This design comes from an exercise in tuning for small area, a short achievable clock period and few clock cycles on the open sky130 flow, not from production work. Function was checked by simulation only, so behaviour that the tests miss may differ from the original.

==> run C <==
Design math24_async, start of the top module:
module math24_async(
    input  wire                iw_clk,
    input  wire                iw_rst,
    input  wire [23:0] iw_math_ctrl,
    input  wire [23:0] iw_math_opa,
    input  wire [23:0] iw_math_opb,
    input  wire [23:0] iw_math_opc,
    output wire                ow_csr_wen,
    output wire [11:0] ow_csr_waddr,
    output wire [23:0] ow_csr_wdata
);
export LEC_CHECK = 0
export CAP_MARGIN = 40
export CORE_MARGIN = 2
export CORE_UTILIZATION = 65
export SLEW_MARGIN = 40
create_clock -name core_clock -period 75.0 [get_ports {iw_clk}]
standard.sh (not shown) runs the stock make flow with config.mk's settings and CLKGATE_MAP_FILE= SYNTH_SCRIPT=/design/flow/synth_recipe.tcl, a recipe that flattens the netlist after the stock synthesis.
==> flow/flow/run.sh <==
#!/bin/bash
# Standard layout, with plain buf_1 cells as the port buffers instead of the
# delay buffers buffer_ports picks by default.
set -e
export BUFFER_PORTS_ARGS="-buffer_cell sky130_fd_sc_hd__buf_1"
bash standard.sh > standard.log 2>&1
==> inputs of run A, as changes to run C <==
--- a/flow/design.v
+++ b/flow/design.v
@@ -118,14 +118,46 @@
             for (i = 0; i < 13; i = i + 1) begin
                 s[i]   = a[i] ^ b[i] ^ c[i];
                 c[i+1] = (a[i] & b[i]) | (c[i] & (a[i] ^ b[i]));
             end
             radd13 = {c[13], s};
         end
     endfunction
+    function automatic [13:0] radd13s(input [12:0] a, input [12:0] b, input cin);
+        reg [13:0] c, pa;
+        reg [12:0] s, p;
+        integer i;
+        begin
+            p = a ^ b;
+            c[0] = cin;
+            for (i = 0; i < 9; i = i + 1)
+                c[i+1] = (a[i] & b[i]) | (c[i] & p[i]);
+            for (i = 0; i < 9; i = i + 1)
+                s[i] = p[i] ^ c[i];
+            pa[9] = 1'b1;
+            c[9]  = 1'b0;
+            for (i = 9; i < 13; i = i + 1) begin
+                c[i+1]  = (a[i] & b[i]) | (c[i] & p[i]);
+                pa[i+1] = pa[i] & p[i];
+            end
+            for (i = 9; i < 13; i = i + 1)
+                s[i] = p[i] ^ (c[i] | (radd9c(a, b, cin) & pa[i]));
+            radd13s = {c[13] | (radd9c(a, b, cin) & pa[13]), s};
+        end
+    endfunction
+    function automatic radd9c(input [12:0] a, input [12:0] b, input cin);
+        reg c;
+        integer i;
+        begin
+            c = cin;
+            for (i = 0; i < 9; i = i + 1)
+                c = (a[i] & b[i]) | (c & (a[i] ^ b[i]));
+            radd9c = c;
+        end
+    endfunction
     function automatic [71:0] step(input [23:0] r, input [23:0] q, input [23:0] d,
                                    input [NM-1:0] m, input ln, input sg, input sbt,
                                    input mxx, input mng, input [1:0] nsl, input sa_,
                                    input [23:0] dx);
         reg [25:0] X, Y, XA, XB, XC, XD, YA, YB, YC;
         reg        cin, cinh, ch, dum;
         reg [13:0] sl, sh;
@@ -158,15 +190,15 @@
             Y = (rep26(m[M_DIV] | m[M_MUL] | m[M_ADD] | m[M_CMP]) & YA) |
                 (rep26(m[M_SQRT]) & YB) | (rep26(m[M_NEGQ] | m[M_CLAMP]) & YC);
             cin  = (m[M_DIV] & ~(sg & d[23])) | (m[M_MUL] & q[0] & mng) | m[M_SQRT] |
                    m[M_NEGQ] | m[M_NEGR] | (m[M_ADD] & sbt) | m[M_CMP];
             cinh = m[M_DIV] | m[M_SQRT] | m[M_NEGQ] | (m[M_ADD] & sbt) | m[M_CMP];
             sl = radd13(X[12:0], Y[12:0], cin);
             ch = ln ? cinh : sl[13];
-            sh = radd13(X[25:13], Y[25:13], ch);
+            sh = radd13s(X[25:13], Y[25:13], ch);
             S  = {sh[11:0], sl[11:0]};
             qh = sh[13];
             ql = ln ? sl[13] : sh[13];
             XV = {X[24:13], X[11:0]};
             k_hold_r = ~(m[M_DIV] | m[M_SQRT] | m[M_MUL] | m[M_NEGR]);
             rn = ({24{m[M_DIV] | m[M_SQRT]}} &
                      {qh ? S[23:12] : XV[23:12], ql ? S[11:0] : XV[11:0]}) |
@@ -192,15 +224,46 @@
                  ({24{m[M_CLAMP]}} & {(~lth ? r[23:12] : d[23:12]), (~ltl ? r[11:0] : d[11:0])}) |
                  ({24{k_hold_d}} & d);
             step = {rn, qn, dn};
         end
     endfunction
     reg         act;                     
     reg         e23, e25, g24;           
-    wire [NM+2:0] md_r = act ? modef(op, ph == P_CTRL, e23, e25, g24) : {(NM+3){1'b0}};
+    function automatic [9:0] opclass(input [4:0] o);
+        opclass = {(o == 5'h00) || (o == 5'h04) || (o == 5'h14),
+                   (o == 5'h04),
+                   (o == 5'h01) || (o == 5'h02) || (o == 5'h15) || (o == 5'h16),
+                   (o == 5'h03) || (o == 5'h17),
+                   (o == 5'h05) || (o == 5'h06),
+                   (o == 5'h05),
+                   (o == 5'h07) || (o == 5'h18),
+                   (o == 5'h10) || (o == 5'h13),
+                   ((o >= 5'h08) && (o <= 5'h0B)) || ((o >= 5'h19) && (o <= 5'h1C)),
+                   (o == 5'h0E) || (o == 5'h0F) || (o == 5'h11) || (o == 5'h12)};
+    endfunction
+    reg  [9:0] cf;
+    wire c_mul = cf[9], c_muls = cf[8], c_div = cf[7], c_sqrt = cf[6], c_sdiv = cf[5],
+         c_divs = cf[4], c_negs = cf[3], c_neg = cf[2], c_cmp = cf[1], c_add = cf[0];
+    wire f0 = (ph == P_CTRL);
+    wire negq2 = c_divs & e25;
+    reg  [NM+2:0] md_r;
+    always @* begin
+        md_r = {(NM+3){1'b0}};
+        md_r[M_MUL]   = act & c_mul;
+        md_r[NM+2]    = act & c_muls & e23;
+        md_r[M_DIV]   = act & (c_div | (c_sdiv & ~f0 & ~g24));
+        md_r[M_SQRT]  = act & c_sqrt;
+        md_r[M_NEGQ]  = act & (c_negs | c_neg | (c_sdiv & f0) | negq2);
+        md_r[NM]      = c_negs | (c_sdiv & f0);
+        md_r[NM+1]    = negq2;
+        md_r[M_NEGR]  = act & c_sdiv & g24 & ~negq2;
+        md_r[M_ADD]   = act & c_add;
+        md_r[M_CMP]   = act & (c_cmp | (clampop & f0));
+        md_r[M_CLAMP] = act & clampop & ~f0;
+    end
     wire first = (ph == P_CTRL);
     wire [23:0] R0 = R & {24{~(first & ~clampop)}};
     wire [23:0] D0 = D & {24{~(first & sqrtop)}};
     wire        yinv = (md_r[M_DIV] & ~(sgn & D0[23])) | (md_r[M_MUL] & md_r[NM+2]) |
                        (md_r[M_ADD] & sub) | md_r[M_CMP];
     wire [23:0] dx = D0 ^ {24{yinv}};
     wire [71:0] so = step(R0, Q, D0, md_r[NM-1:0], lane, sgn, sub, mx, md_r[NM+2],
@@ -277,14 +340,15 @@
     always @(posedge iw_clk) begin
         if (idle) begin
             Q   <= iw_math_opa;
             D   <= iw_math_opb;
             R   <= iw_math_opc;
             op  <= iw_math_ctrl[5:1];
             fl  <= opflags(iw_math_ctrl[5:1]);
+            cf  <= opclass(iw_math_ctrl[5:1]);
             sa  <= iw_math_opa[23];
             cnt <= 6'd0;
             act <= (iw_math_ctrl[5:1] != 5'h1F);
             e23 <= 1'b0; e25 <= 1'b0; g24 <= 1'b0;
             W   <= {iw_math_ctrl[23:1], 1'b0};
         end else begin
             R <= Rn; Q <= Qn; D <= Dn;
==> impl_metrics.yaml <==
run_status:
  status: "finished clean"
final_layout:
  nets: 1801
  area.growth.synth_to_final_pct: 8.64
placement:
  preCtsSetupSlack_ns: 58.54
critical_path:
  reg2reg_from: "ph[1]$_DFF_PP0_"
(the above is from run A)
==> impl_metrics.yaml <==
placement:
  preCtsSetupSlack_ns: 58.33
synth:
  async_reset_ff_share_pct: 3.10
  synth_top_area_cell: "dfxtp_1"
final_layout:
  area.growth.synth_to_final_pct: 8.64
  clock_area_share_pct: 4.42
  comb.multi_input.count: 1239
  nets: 1761
run_status:
  status: "finished clean"
global_routing:
  grt_max_degree: 90
(the above is from run C)
Testbench counts of run C, summed over its fixed seeds: cycles 237,492.
Testbench counts of run A, summed over its fixed seeds: cycles 237,492.

-- static timing again, ports no longer ideal --
How much do the figures lean on ideal ports? The routed layouts below were timed once more, with nothing changed but the port constraints.
Step 1 assumes that a clkbuf_16 drives the clock port and a buf_2 every other input.
Step 2 adds t to the input delays and takes it off the output delays; t is the mean of the earliest and latest rising clock arrival at the registers after step 1. Input paths then give back, and output paths get back, about the clock's delay inside the block.
a / b / c = no drivers / after step 1 / after step 2; a / b = the first two.
run	shift t [ns]	setup slack, ns	latest minus earliest clock arrival (ns)
run C	0.504	57.754 / 57.754 / 57.754	0.019 / 0.019
run A	0.500	58.942 / 58.966 / 58.466	0.014 / 0.014
After both steps every run listed still meets setup and hold. The setup slack of run A, which loses most, moves by +0.024 ns with the drivers and by -0.476 ns with both steps.
